Background: an optimization exercise with open tools, aiming at small area, a short achievable clock period and few clock cycles. Do not read the settings as production practice.
Where RTL was checked, it was by simulation tests only, not by an equivalence proof against the original.
Power figures rest on the tool's default switching activity, not on a simulated workload.

== run G ==
==> flow/design.v (excerpt) <==
module top(
input clk,
input reset,
input start,
input signed [1:0] wrdata,
input signed [15:0] b12_wrdata,
input signed [15:0] b23_wrdata,
input [4:0] wr_b12addr,
input [8:0] wraddr,
input [3:0] wr_b23addr,
input we_data,
input we_b12,
input b23_we,
output [12:0] w12_rdaddr,
input signed [15:0] w12_rddata,
output [7:0] w23_rdaddr,
input signed [15:0] w23_rddata,
output reg done,
output reg [9:0] onehot_enc
);
Settings: LEC_CHECK=0, ABC_CLOCK_PERIOD_IN_PS=3000, CAP_MARGIN=20, CORE_MARGIN=2, CORE_UTILIZATION=40, PLACE_DENSITY=0.45, SETUP_SLACK_MARGIN=5, SLEW_MARGIN=20; clock period 10.0 ns.
run.sh (not shown) runs the stock make flow with config.mk's settings and CLKGATE_MAP_FILE= SYNTH_SCRIPT=/design/flow/synth_recipe.tcl, a recipe that flattens the netlist after the stock synthesis.
Run G finished all stages; the layout is clean.
Setup changes, run G to run D
- ABC_CLOCK_PERIOD_IN_PS no longer set, was 3000
- SETUP_SLACK_MARGIN no longer set, was 5
==> comparison <==
Timing-limited maximum frequency (higher): run G. The lower number of buffers added for setup after CTS came out of run D. Looking at worst-path cell with the longest stage delay, the o21ai_0 result is from run D; the nor4_1 one comes from run G. Status: die extent in y parity (run G, run D). Between run G and run D, the minimum clock period is higher for run D. Run D — number of buffers inserted during clock tree synthesis 2 lower, run G as reference.
Function was not checked in any run of this note: the RTL went through the layout flow alone.


Another version of the RTL of top (not shown whole).
Size: about 1600 flip-flops, about 59000 um^2 of cells after synthesis.
export LEC_CHECK = 0
export CAP_MARGIN = 20
export CORE_MARGIN = 2
export CORE_UTILIZATION = 55
export CTS_BUF_LIST = sky130_fd_sc_hd__clkbuf_16
export CTS_CLUSTER_DIAMETER = 90
export CTS_CLUSTER_SIZE = 26
export PLACE_DENSITY = 0.6
export SLEW_MARGIN = 20
create_clock -name core_clock -period 10.0 [get_ports {clk}]
standard.sh (not shown) runs the stock make flow with config.mk's settings and CLKGATE_MAP_FILE= SYNTH_SCRIPT=/design/flow/synth_recipe.tcl, a recipe that flattens the netlist after the stock synthesis.
==> flow/flow/run.sh <==
#!/bin/bash
set -euo pipefail
MARGIN=6.7
sed "s/ CLKGATE_MAP_FILE= / CLKGATE_MAP_FILE= SETUP_SLACK_MARGIN=$MARGIN /" standard.sh > standard_margin.sh
grep -q "SETUP_SLACK_MARGIN=$MARGIN" standard_margin.sh
bash standard_margin.sh > standard_margin.log 2>&1
Testbench counts at the start, summed over its fixed seeds: cycles 98,484.
Then changed:
==> flow/flow/run.sh (replaced) <==
#!/bin/bash
set -euo pipefail
MARGIN=6.8
sed "s/ CLKGATE_MAP_FILE= / CLKGATE_MAP_FILE= SETUP_SLACK_MARGIN=$MARGIN /" standard.sh > standard_margin.sh
grep -q "SETUP_SLACK_MARGIN=$MARGIN" standard_margin.sh
bash standard_margin.sh > standard_margin.log 2>&1
CORE_UTILIZATION = 50   (was 55)
CTS_CLUSTER_SIZE = 28   (was 26)
PLACE_DENSITY = 0.55   (was 0.6)
What happened: The new run ran to the end with no violations. Final area is higher by 1.1%. Synthesized cell count does not change. Worst setup slack improved by 0.025 ns.
Then changed:
==> flow/flow/run.sh (replaced) <==
#!/bin/bash
set -euo pipefail
MARGIN=6.5
sed "s/ CLKGATE_MAP_FILE= / CLKGATE_MAP_FILE= SETUP_SLACK_MARGIN=$MARGIN /" standard.sh > standard_margin.sh
grep -q "SETUP_SLACK_MARGIN=$MARGIN" standard_margin.sh
bash standard_margin.sh > standard_margin.log 2>&1
Effect: The new run passed the timing, DRC and antenna checks. Setup slack degrades by 0.12 ns. Synthesized area is unchanged. Count of clock-buffer cells in the layout increases by 1. Global-route usage fell by 0.53 points. Non-clock buffer count falls by 89. Power came out lower by 0.54%. Synthesized cell count does not change. Maximum frequency falls by 3.6%. Critical path depth stays the same. Cell count came out lower by 1.4%.
Then changed:
CORE_UTILIZATION = 55   (was 50)
CTS_CLUSTER_SIZE = 26   (was 28)
PLACE_DENSITY = 0.6   (was 0.55)
Wire length went down by 2.4%.
Core utilization increases by 5.6 points.
Via count is about the same.
Global-route usage rose by 1.7 points.
Final area stays flat.


## run A
Starting RTL as in the previous note.
// top
module top(
input clk,
input reset,
input start,
input signed [1:0] wrdata,
input signed [15:0] b12_wrdata,
input signed [15:0] b23_wrdata,
input [4:0] wr_b12addr,
input [8:0] wraddr,
input [3:0] wr_b23addr,
input we_data,
input we_b12,
input b23_we,
output [12:0] w12_rdaddr,
input signed [15:0] w12_rddata,
output [7:0] w23_rdaddr,
input signed [15:0] w23_rddata,
output reg done,
output reg [9:0] onehot_enc
);
Settings: LEC_CHECK=0, CAP_MARGIN=20, CORE_MARGIN=2, CORE_UTILIZATION=50, CTS_BUF_LIST=sky130_fd_sc_hd__clkbuf_16, CTS_CLUSTER_DIAMETER=90, CTS_CLUSTER_SIZE=28, PLACE_DENSITY=0.55, SLEW_MARGIN=20; clock period 10.0 ns.
==> flow/flow/run.sh <==
#!/bin/bash
set -euo pipefail
MARGIN=7.0
sed "s/ CLKGATE_MAP_FILE= / CLKGATE_MAP_FILE= SETUP_SLACK_MARGIN=$MARGIN /" standard.sh > standard_margin.sh
grep -q "SETUP_SLACK_MARGIN=$MARGIN" standard_margin.sh
bash standard_margin.sh > standard_margin.log 2>&1
Run A completed; timing, DRC and antenna clean
Testbench counts of run A, summed over its fixed seeds: cycles 98,484.
[inputs] run B vs run A
- swapping 0.55 for 0.6 in PLACE_DENSITY
- swapping 28 for 26 in CTS_CLUSTER_SIZE
- swapping 50 for 55 in CORE_UTILIZATION
--- a/flow/flow/run.sh
+++ b/flow/flow/run.sh
@@ -1,5 +1,5 @@
 #!/bin/bash
 set -euo pipefail
-MARGIN=7.0
+MARGIN=6.3
 sed "s/ CLKGATE_MAP_FILE= / CLKGATE_MAP_FILE= SETUP_SLACK_MARGIN=$MARGIN /" standard.sh > standard_margin.sh
 grep -q "SETUP_SLACK_MARGIN=$MARGIN" standard_margin.sh
==> comparison <==
Run B ends up with a global routing usage on met3 that is 0.97 points higher than in run A.
Run A → run B: worst stage delay on the critical path went up 0.14 ns; register bit total from synthesis held; total via count after detailed routing held; area after synthesis held.
Summary of run B over run A: actual transition at the worst max-transition pin moved down, buffer count excluding the clock tree in the final layout moved down, aggregate routed wire length moved down, design area moved down, clock power moved up.
In run B, the power consumption came out about 0.43% below the value in run A.


Another version of the RTL of top (not shown whole).
For scale: about 4,700 cells after synthesis, ~1,600 flip-flops, about 120 I/O pins.
==> flow/config.mk <==
export PLATFORM = sky130hd
export DESIGN_NAME = top
export DESIGN_NICKNAME = top
export VERILOG_FILES = /design/flow/design.v
export SDC_FILE = /design/flow/constraint.sdc
export NUM_CORES = 4
export LEC_CHECK = 0
export CAP_MARGIN = 20
export CORE_MARGIN = 2
export CORE_UTILIZATION = 40
export CTS_BUF_LIST = sky130_fd_sc_hd__clkbuf_16
export CTS_CLUSTER_DIAMETER = 90
export CTS_CLUSTER_SIZE = 26
export PLACE_DENSITY = 0.45
export SLEW_MARGIN = 20
==> flow/constraint.sdc <==
create_clock -name core_clock -period 10.0 [get_ports {clk}]
set_input_delay 2.0000 -clock core_clock [delete_from_list [all_inputs] [get_ports {clk}]]
set_output_delay 2.0000 -clock core_clock [all_outputs]
set_load 0.01 [all_outputs]
==> flow/flow/run.sh <==
#!/bin/bash
set -euo pipefail
MARGIN=6.5
sed "s/ CLKGATE_MAP_FILE= / CLKGATE_MAP_FILE= SETUP_SLACK_MARGIN=$MARGIN /" standard.sh > standard_margin.sh
grep -q "SETUP_SLACK_MARGIN=$MARGIN" standard_margin.sh
bash standard_margin.sh > standard_margin.log 2>&1
Testbench counts at the start, summed over its fixed seeds: cycles 98,484.
Edit:
- CORE_UTILIZATION: 40 -> 65
- PLACE_DENSITY: 0.45 -> 0.72
What happened: The changed run went through all stages and came out clean. Count of clock-buffer cells in the layout came out lower by 4. Hold slack gets worse by 8.5 ps. Design area is lower by 2.2%. Combinational power shrinks by about 4%. Sequential power stays flat. Non-clock buffer count drops by 10. Clock power came out lower by 8.6%. Register-to-register slack degrades by 150 ps. Via count grows by 1.2%. Power came out lower by 2.8%.


Starting RTL as in the previous note.
==> flow/config.mk <==
export PLATFORM = sky130hd
export DESIGN_NAME = top
export DESIGN_NICKNAME = top
export VERILOG_FILES = /design/flow/design.v
export SDC_FILE = /design/flow/constraint.sdc
export NUM_CORES = 4
export LEC_CHECK = 0
export CAP_MARGIN = 20
export CORE_MARGIN = 2
export CORE_UTILIZATION = 40
export PLACE_DENSITY = 0.45
export SLEW_MARGIN = 20
==> flow/constraint.sdc <==
create_clock -name core_clock -period 10.0 [get_ports {clk}]
set_input_delay 2.0000 -clock core_clock [delete_from_list [all_inputs] [get_ports {clk}]]
set_output_delay 2.0000 -clock core_clock [all_outputs]
set_load 0.01 [all_outputs]
==> flow/flow/run.sh <==
#!/bin/bash
set -euo pipefail
MARGIN=7.0
sed "s/ CLKGATE_MAP_FILE= / CLKGATE_MAP_FILE= SETUP_SLACK_MARGIN=$MARGIN /" standard.sh > standard_margin.sh
grep -q "SETUP_SLACK_MARGIN=$MARGIN" standard_margin.sh
bash standard_margin.sh > standard_margin.log 2>&1
The baseline went through all stages and came out clean.
Testbench counts at the start, summed over its fixed seeds: cycles 98,484.
Then changed:
==> flow/flow/run.sh (replaced) <==
#!/bin/bash
set -euo pipefail
MARGIN=6.5
sed "s/ CLKGATE_MAP_FILE= / CLKGATE_MAP_FILE= SETUP_SLACK_MARGIN=$MARGIN /" standard.sh > standard_margin.sh
grep -q "SETUP_SLACK_MARGIN=$MARGIN" standard_margin.sh
bash standard_margin.sh > standard_margin.log 2>&1
--- a/flow/config.mk
+++ b/flow/config.mk
@@ -8,5 +8,8 @@
 export CAP_MARGIN = 20
 export CORE_MARGIN = 2
-export CORE_UTILIZATION = 40
-export PLACE_DENSITY = 0.45
+export CORE_UTILIZATION = 55
+export CTS_BUF_LIST = sky130_fd_sc_hd__clkbuf_16
+export CTS_CLUSTER_DIAMETER = 100
+export CTS_CLUSTER_SIZE = 32
+export PLACE_DENSITY = 0.6
 export SLEW_MARGIN = 20
Die area goes down by about 27%. Global-route usage climbs by 3.6 points. Worst setup slack got worse by 130 ps. Final area fell by about 12%. Via count went down by about 4.5%. Non-clock buffer count decreases by 183. Utilization rose by 10 points. Power went down by 22%. Critical path depth does not change. First-iteration DRC count climbs by 34%.
Then changed:
==> flow/config.mk (replaced) <==
export PLATFORM = sky130hd
export DESIGN_NAME = top
export DESIGN_NICKNAME = top
export VERILOG_FILES = /design/flow/design.v
export SDC_FILE = /design/flow/constraint.sdc
export NUM_CORES = 4
export LEC_CHECK = 0
export CAP_MARGIN = 20
export CORE_MARGIN = 2
export CORE_UTILIZATION = 40
export PLACE_DENSITY = 0.45
export SLEW_MARGIN = 20
=> The new run completed with no timing, DRC or antenna violations. Utilization drops by 13 points. Combinational power is higher by about 3%. Clock-buffer cell count went up by 187. Sequential power barely changes.
Then changed:
--- a/flow/config.mk
+++ b/flow/config.mk
@@ -8,5 +8,8 @@
 export CAP_MARGIN = 20
 export CORE_MARGIN = 2
-export CORE_UTILIZATION = 40
-export PLACE_DENSITY = 0.45
+export CORE_UTILIZATION = 55
+export CTS_BUF_LIST = sky130_fd_sc_hd__clkbuf_16
+export CTS_CLUSTER_DIAMETER = 90
+export CTS_CLUSTER_SIZE = 26
+export PLACE_DENSITY = 0.6
 export SLEW_MARGIN = 20
Result:
- The new run completed without violations
- utilization went up by 14 points
- routed wire length went down by 11%
- synthesized area stays the same
- worst hold slack is about the same

-- port drivers added, routing unchanged --
In the flow no input, the clock included, has a driving cell. The finished layouts below were timed again as built, in two steps. Step 1 assumes that a clkbuf_16 drives the clock port and a buf_2 every other input. Step 2 adds t to the input delays and takes it off the output delays; t is the mean of the earliest and latest rising clock arrival at the registers after step 1. Input paths then give back, and output paths get back, about the clock's delay inside the block. Slacks: ideal / step 1 / step 2; pairs: ideal / step 1.
run | t (ns) | setup WS [ns] | worst register clock-pin slew, ns
run G | 0.845 | 4.931 / 4.931 / 4.931 | 0.07 / 0.07
run D | 0.855 | 4.089 / 4.089 / 4.089 | 0.06 / 0.06
the first run of note 2 | 0.733 | 6.751 / 6.677 / 6.116 | 0.11 / 0.11
the second run of note 2 | 0.754 | 6.777 / 6.702 / 6.245 | 0.11 / 0.11
the third run of note 2 | 0.755 | 6.655 / 6.580 / 6.143 | 0.12 / 0.12
the fourth run of note 2 | 0.740 | 6.645 / 6.573 / 6.006 | 0.11 / 0.11
run A | 0.753 | 6.758 / 6.680 / 6.379 | 0.11 / 0.11
run B | 0.756 | 6.384 / 6.313 / 5.986 | 0.11 / 0.11
the first run of note 4 | 0.772 | 6.613 / 6.533 / 6.321 | 0.11 / 0.11
the second run of note 4 | 0.747 | 6.466 / 6.466 / 6.100 | 0.11 / 0.11
the first run of note 5 | 0.867 | 6.706 / 6.623 / 6.391 | 0.07 / 0.07
the second run of note 5 | 0.782 | 6.574 / 6.498 / 6.397 | 0.12 / 0.12
the third run of note 5 | 0.859 | 6.589 / 6.510 / 6.297 | 0.06 / 0.06
the fourth run of note 5 | 0.740 | 6.631 / 6.559 / 6.428 | 0.10 / 0.10
After both steps every run listed still meets setup and hold. For the fourth run of note 2, which loses most, drivers alone change the setup slack by -0.072 ns; drivers and shift together by -0.639 ns.
